Background: an optimization exercise with open tools, aiming at small area, a short achievable clock period and few clock cycles per item. Do not read the settings as production practice.
Power and IR drop assume default switching activity.

==> run K: inputs <==
==> flow/design.v (excerpt) <==
module fc_layer #(
    parameter INPUT_SIZE  = 16,
    parameter OUTPUT_SIZE = 8,
    parameter DATA_WIDTH  = 8
)(
    input  logic                          clk,
    input  logic                          reset,
    input  logic                          start,
    output logic                          done,
    input  logic signed [INPUT_SIZE*DATA_WIDTH-1:0]  input_data_flat,
    input  logic signed [OUTPUT_SIZE*INPUT_SIZE*DATA_WIDTH-1:0] weights_flat,
    input  logic signed [OUTPUT_SIZE*DATA_WIDTH-1:0]            bias_flat,
    output logic signed [OUTPUT_SIZE*DATA_WIDTH-1:0] output_data_flat
);
==> module fc_layer, before the edit <==
module fc_layer #(
    parameter INPUT_SIZE  = 16,
    parameter OUTPUT_SIZE = 8,
    parameter DATA_WIDTH  = 8
)(
    input  logic                          clk,
    input  logic                          reset,
    input  logic                          start,
    output logic                          done,
    input  logic signed [INPUT_SIZE*DATA_WIDTH-1:0]  input_data_flat,
    input  logic signed [OUTPUT_SIZE*INPUT_SIZE*DATA_WIDTH-1:0] weights_flat,
    input  logic signed [OUTPUT_SIZE*DATA_WIDTH-1:0]            bias_flat,
    output logic signed [OUTPUT_SIZE*DATA_WIDTH-1:0] output_data_flat
);
    logic [3:0] st;
    logic       valid;    
    logic       first, last, en;
    assign first = st[0];
    assign last  = st[3];
    assign en    = !first || start;
    always_ff @(posedge clk or posedge reset) begin
        if (reset) begin
            st    <= 4'b0001;
            done  <= 1'b0;
            valid <= 1'b0;
        end else begin
            if (en) st <= {st[2:0], st[3]};
            done <= last;
            if (last) valid <= 1'b1;
        end
    end
    logic [15:0] sgn0, onen0, twon0, nz0, neg0;
    logic [15:0] sgn_n, onen_n, twon_n, nz_n, neg_n;
    logic [15:0] sgn_q, onen_q, twon_q, nz_q;
    logic [15:0] sgn, sgnn, onen, twon, nz;
    logic [4:0]  e, e0, e_n, e_q;
    always_comb begin
        for (int j = 0; j < 16; j++) begin
            logic b2, b1, b0;
            sgn0[j]  = input_data_flat[8*j+1];
            onen0[j] = !input_data_flat[8*j+0];
            twon0[j] = !(input_data_flat[8*j+1] & !input_data_flat[8*j+0]);
            nz0[j]   = input_data_flat[8*j+1] | input_data_flat[8*j+0];
            neg0[j]  = input_data_flat[8*j+1];
            b2 = (st[0] & input_data_flat[8*j+3]) | (st[1] & input_data_flat[8*j+5]) |
                 (st[2] & input_data_flat[8*j+7]);
            b1 = (st[0] & input_data_flat[8*j+2]) | (st[1] & input_data_flat[8*j+4]) |
                 (st[2] & input_data_flat[8*j+6]);
            b0 = (st[0] & input_data_flat[8*j+1]) | (st[1] & input_data_flat[8*j+3]) |
                 (st[2] & input_data_flat[8*j+5]);
            sgn_n[j]  = b2;
            onen_n[j] = !(b1 ^ b0);
            twon_n[j] = !((b2 & !b1 & !b0) | (!b2 & b1 & b0));
            nz_n[j]   = !((b2 & b1 & b0) | (!b2 & !b1 & !b0));
            neg_n[j]  = b2 & !(b1 & b0);
        end
    end
    fc_popcount u_pc0 (.n(neg0), .e(e0));
    fc_popcount u_pcn (.n(neg_n), .e(e_n));
    always_ff @(posedge clk) begin
        sgn_q  <= sgn_n;
        onen_q <= onen_n;
        twon_q <= twon_n;
        nz_q   <= nz_n;
        e_q    <= e_n;
    end
    fc_pick #(.W(69)) u_pick (.sel(first), .a({sgn0, onen0, twon0, nz0, e0}),
                              .b({sgn_q, onen_q, twon_q, nz_q, e_q}), .y({sgn, onen, twon, nz, e}));
    assign sgnn = ~sgn;
    localparam logic [15:0] K0 = 16'hB000;
    logic [15:0] s_q  [OUTPUT_SIZE];
    logic [15:0] c_q  [OUTPUT_SIZE];
    logic [5:0]  lo_q [OUTPUT_SIZE];
    for (genvar i = 0; i < OUTPUT_SIZE; i++) begin : g_out
        logic [143:0] pp;
        logic [15:0]  as_, ac_;
        logic [15:0]  so, co;
        logic [1:0]   r;
        logic         cy;
        assign {cy, r} = s_q[i][1:0] + c_q[i][1:0];
        always_comb begin
            as_ = first ? {{8{bias_flat[8*i+7]}}, bias_flat[8*i +: 8]} : {2'b00, s_q[i][15:2]};
            ac_ = first ? K0 : {2'b00, c_q[i][15:2]};
        end
        for (genvar j = 0; j < 16; j++) begin : g_row
            logic [7:0] wnn;
            assign wnn = ~(weights_flat[8*(16*i+j) +: 8] ^ {8{sgn[j]}});
            fc_sel u_s0 (.a1(onen[j]), .a2(wnn[0]), .b1(twon[j]), .b2(sgnn[j]), .y(pp[9*j]));
            for (genvar t = 1; t < 8; t++) begin : g_bit
                fc_sel u_s (.a1(onen[j]), .a2(wnn[t]), .b1(twon[j]), .b2(wnn[t-1]), .y(pp[9*j+t]));
            end
            assign pp[9*j+8] = ~(nz[j] & ~wnn[7]);   
        end
        fc_csa u_csa (.pp(pp), .as_(as_), .ac_(ac_), .ci(!first & cy), .e(e), .so(so), .co(co));
        always_ff @(posedge clk) begin
            if (en) begin
                s_q[i][9:0] <= so[9:0];
                c_q[i][9:0] <= co[9:0];
                lo_q[i]     <= {r, lo_q[i][5:2]};
            end
            s_q[i][15:10] <= so[15:10];
            c_q[i][15:10] <= co[15:10];
        end
        logic [9:0]  hi;
        logic [15:0] acc;
        assign hi  = s_q[i][9:0] + c_q[i][9:0];
        assign acc = {hi, lo_q[i]};
        always_comb begin
            if (!valid)
                output_data_flat[8*i +: 8] = 8'h00;
            else if (!acc[15] && acc[14:7] != 8'h00)
                output_data_flat[8*i +: 8] = 8'h7f;
            else if (acc[15] && acc[14:7] != 8'hff)
                output_data_flat[8*i +: 8] = 8'h80;
            else
                output_data_flat[8*i +: 8] = acc[7:0];
        end
    end
endmodule
==> module fc_pick, before the edit <==
module fc_pick #(
    parameter W = 1
)(
    input  logic         sel,
    input  logic [W-1:0] a,
    input  logic [W-1:0] b,
    output logic [W-1:0] y
);
    assign y = sel ? a : b;
endmodule
export LEC_CHECK = 0
export CAP_MARGIN = 20
export CORE_AREA = 5 5 435 435
export DIE_AREA = 0 0 440 440
export SETUP_SLACK_MARGIN = 3
export SLEW_MARGIN = 20
export SYNTH_HIERARCHICAL = 1
export SYNTH_MINIMUM_KEEP_SIZE = 0
create_clock -name core_clock -period 10.0 [get_ports {clk}]
standard.sh (not shown) runs the stock make flow with config.mk's settings and CLKGATE_MAP_FILE= SYNTH_SCRIPT=/design/flow/synth_recipe.tcl, a recipe that flattens the netlist after the stock synthesis.
==> flow/flow/run.sh <==
#!/bin/bash
# The standard layout, except that the ports are buffered with sky130_fd_sc_hd__buf_1
# rather than the delay buffer buffer_ports picks by itself.
set -euo pipefail
bash standard.sh "BUFFER_PORTS_ARGS=-buffer_cell sky130_fd_sc_hd__buf_1" finish > run_make.log 2>&1
==> inputs of run M, as changes to run K <==
--- a/flow/design.v
+++ b/flow/design.v
@@ -32,7 +32,4 @@
     end
-    logic [15:0] sgn0, onen0, twon0, nz0, neg0;
-    logic [15:0] sgn_n, onen_n, twon_n, nz_n, neg_n;
-    logic [15:0] sgn_q, onen_q, twon_q, nz_q;
-    logic [15:0] sgn, sgnn, onen, twon, nz;
-    logic [4:0]  e, e0, e_n, e_q;
+    logic [15:0] sgn, neg, one, two;
+    logic [15:0] sgnn, onen, twon, nz;
     always_comb begin
@@ -40,32 +37,20 @@
             logic b2, b1, b0;
-            sgn0[j]  = input_data_flat[8*j+1];
-            onen0[j] = !input_data_flat[8*j+0];
-            twon0[j] = !(input_data_flat[8*j+1] & !input_data_flat[8*j+0]);
-            nz0[j]   = input_data_flat[8*j+1] | input_data_flat[8*j+0];
-            neg0[j]  = input_data_flat[8*j+1];
-            b2 = (st[0] & input_data_flat[8*j+3]) | (st[1] & input_data_flat[8*j+5]) |
-                 (st[2] & input_data_flat[8*j+7]);
-            b1 = (st[0] & input_data_flat[8*j+2]) | (st[1] & input_data_flat[8*j+4]) |
-                 (st[2] & input_data_flat[8*j+6]);
-            b0 = (st[0] & input_data_flat[8*j+1]) | (st[1] & input_data_flat[8*j+3]) |
-                 (st[2] & input_data_flat[8*j+5]);
-            sgn_n[j]  = b2;
-            onen_n[j] = !(b1 ^ b0);
-            twon_n[j] = !((b2 & !b1 & !b0) | (!b2 & b1 & b0));
-            nz_n[j]   = !((b2 & b1 & b0) | (!b2 & !b1 & !b0));
-            neg_n[j]  = b2 & !(b1 & b0);
+            b2 = (st[0] & input_data_flat[8*j+1]) | (st[1] & input_data_flat[8*j+3]) |
+                 (st[2] & input_data_flat[8*j+5]) | (st[3] & input_data_flat[8*j+7]);
+            b1 = (st[0] & input_data_flat[8*j+0]) | (st[1] & input_data_flat[8*j+2]) |
+                 (st[2] & input_data_flat[8*j+4]) | (st[3] & input_data_flat[8*j+6]);
+            b0 = (st[1] & input_data_flat[8*j+1]) | (st[2] & input_data_flat[8*j+3]) |
+                 (st[3] & input_data_flat[8*j+5]);
+            sgn[j] = b2;
+            one[j] = b1 ^ b0;
+            two[j] = (b2 & !b1 & !b0) | (!b2 & b1 & b0);
+            neg[j] = b2 & !(b1 & b0);
+            sgnn[j] = !sgn[j];
+            onen[j] = !one[j];
+            twon[j] = !two[j];
+            nz[j]   = one[j] | two[j];
         end
     end
-    fc_popcount u_pc0 (.n(neg0), .e(e0));
-    fc_popcount u_pcn (.n(neg_n), .e(e_n));
-    always_ff @(posedge clk) begin
-        sgn_q  <= sgn_n;
-        onen_q <= onen_n;
-        twon_q <= twon_n;
-        nz_q   <= nz_n;
-        e_q    <= e_n;
-    end
-    fc_pick #(.W(69)) u_pick (.sel(first), .a({sgn0, onen0, twon0, nz0, e0}),
-                              .b({sgn_q, onen_q, twon_q, nz_q, e_q}), .y({sgn, onen, twon, nz, e}));
-    assign sgnn = ~sgn;
+    logic [4:0] e;
+    fc_popcount u_pc (.n(neg), .e(e));
     localparam logic [15:0] K0 = 16'hB000;
@@ -126,12 +111,2 @@
 endmodule
-module fc_pick #(
-    parameter W = 1
-)(
-    input  logic         sel,
-    input  logic [W-1:0] a,
-    input  logic [W-1:0] b,
-    output logic [W-1:0] y
-);
-    assign y = sel ? a : b;
-endmodule
 module fc_popcount (
==> comparison <==
Against run M, the clock skew of run K is lower by 9.6 ps. Against run K, the setup slack of run M is higher by 95 ps. In run M the sequential share of layout area is lower than in run K, by 1.9 points. Non-clock buffer count: run K is lower than run M (111).
==> figures <==
| quantity | run M | run K |
|---|---|---|
| Result of the run | finished clean | finished clean |
| Slowest cell on crit path | xnor2_1 | mux2_8 |
| Xor-xnor portion of the synthesized cell area | 0.158 | 0.150 |
| Power density relative to cell area | 106 nW/um2 | 114 nW/um2 |
| Final Hold Slack | 432 ps | 415 ps |
| TritonCTS sink count | 310 | 379 |
| Async set or reset register ratio after synthesis | 0.0194 | 0.0158 |
| Final design utilization | 0.386 | 0.388 |
| Post-placement worst setup slack | 1440 ps | 2220 ps |
| Total detailed-routing wirelength | 390,000 um | 391,000 um |
Function was not checked in any run of this note: the RTL went through the layout flow alone.

## what the ideal ports hide
No port has a modelled driver above. Below, the same layouts with a new extraction and two added sets of constraints.
Step 1 sets driving cells, clkbuf_16 on the clock port and buf_2 on the other inputs (assumed; they add their load-dependent delay and slew).
Step 2 also shifts input and output timing later by t, the mid clock arrival at the registers, as if the neighbouring blocks saw the same clock.
a / b / c = ideal / step 1 / step 2; a / b = the first two.
run | t (ns) | slack for setup (ns) | worst setup path at the end | clock arrival spread, ns | pins driven straight from the clock port
run K | 0.803 | 2.863 / 2.928 / 2.124 | input to register | 0.033 / 0.033 | 1
run M | 0.750 | 2.958 / 3.011 / 2.261 | input to register | 0.040 / 0.040 | 1
After both steps setup and hold are still met in every run listed. For run K, which loses most, drivers alone change the setup slack by +0.065 ns; drivers and shift together by -0.739 ns.
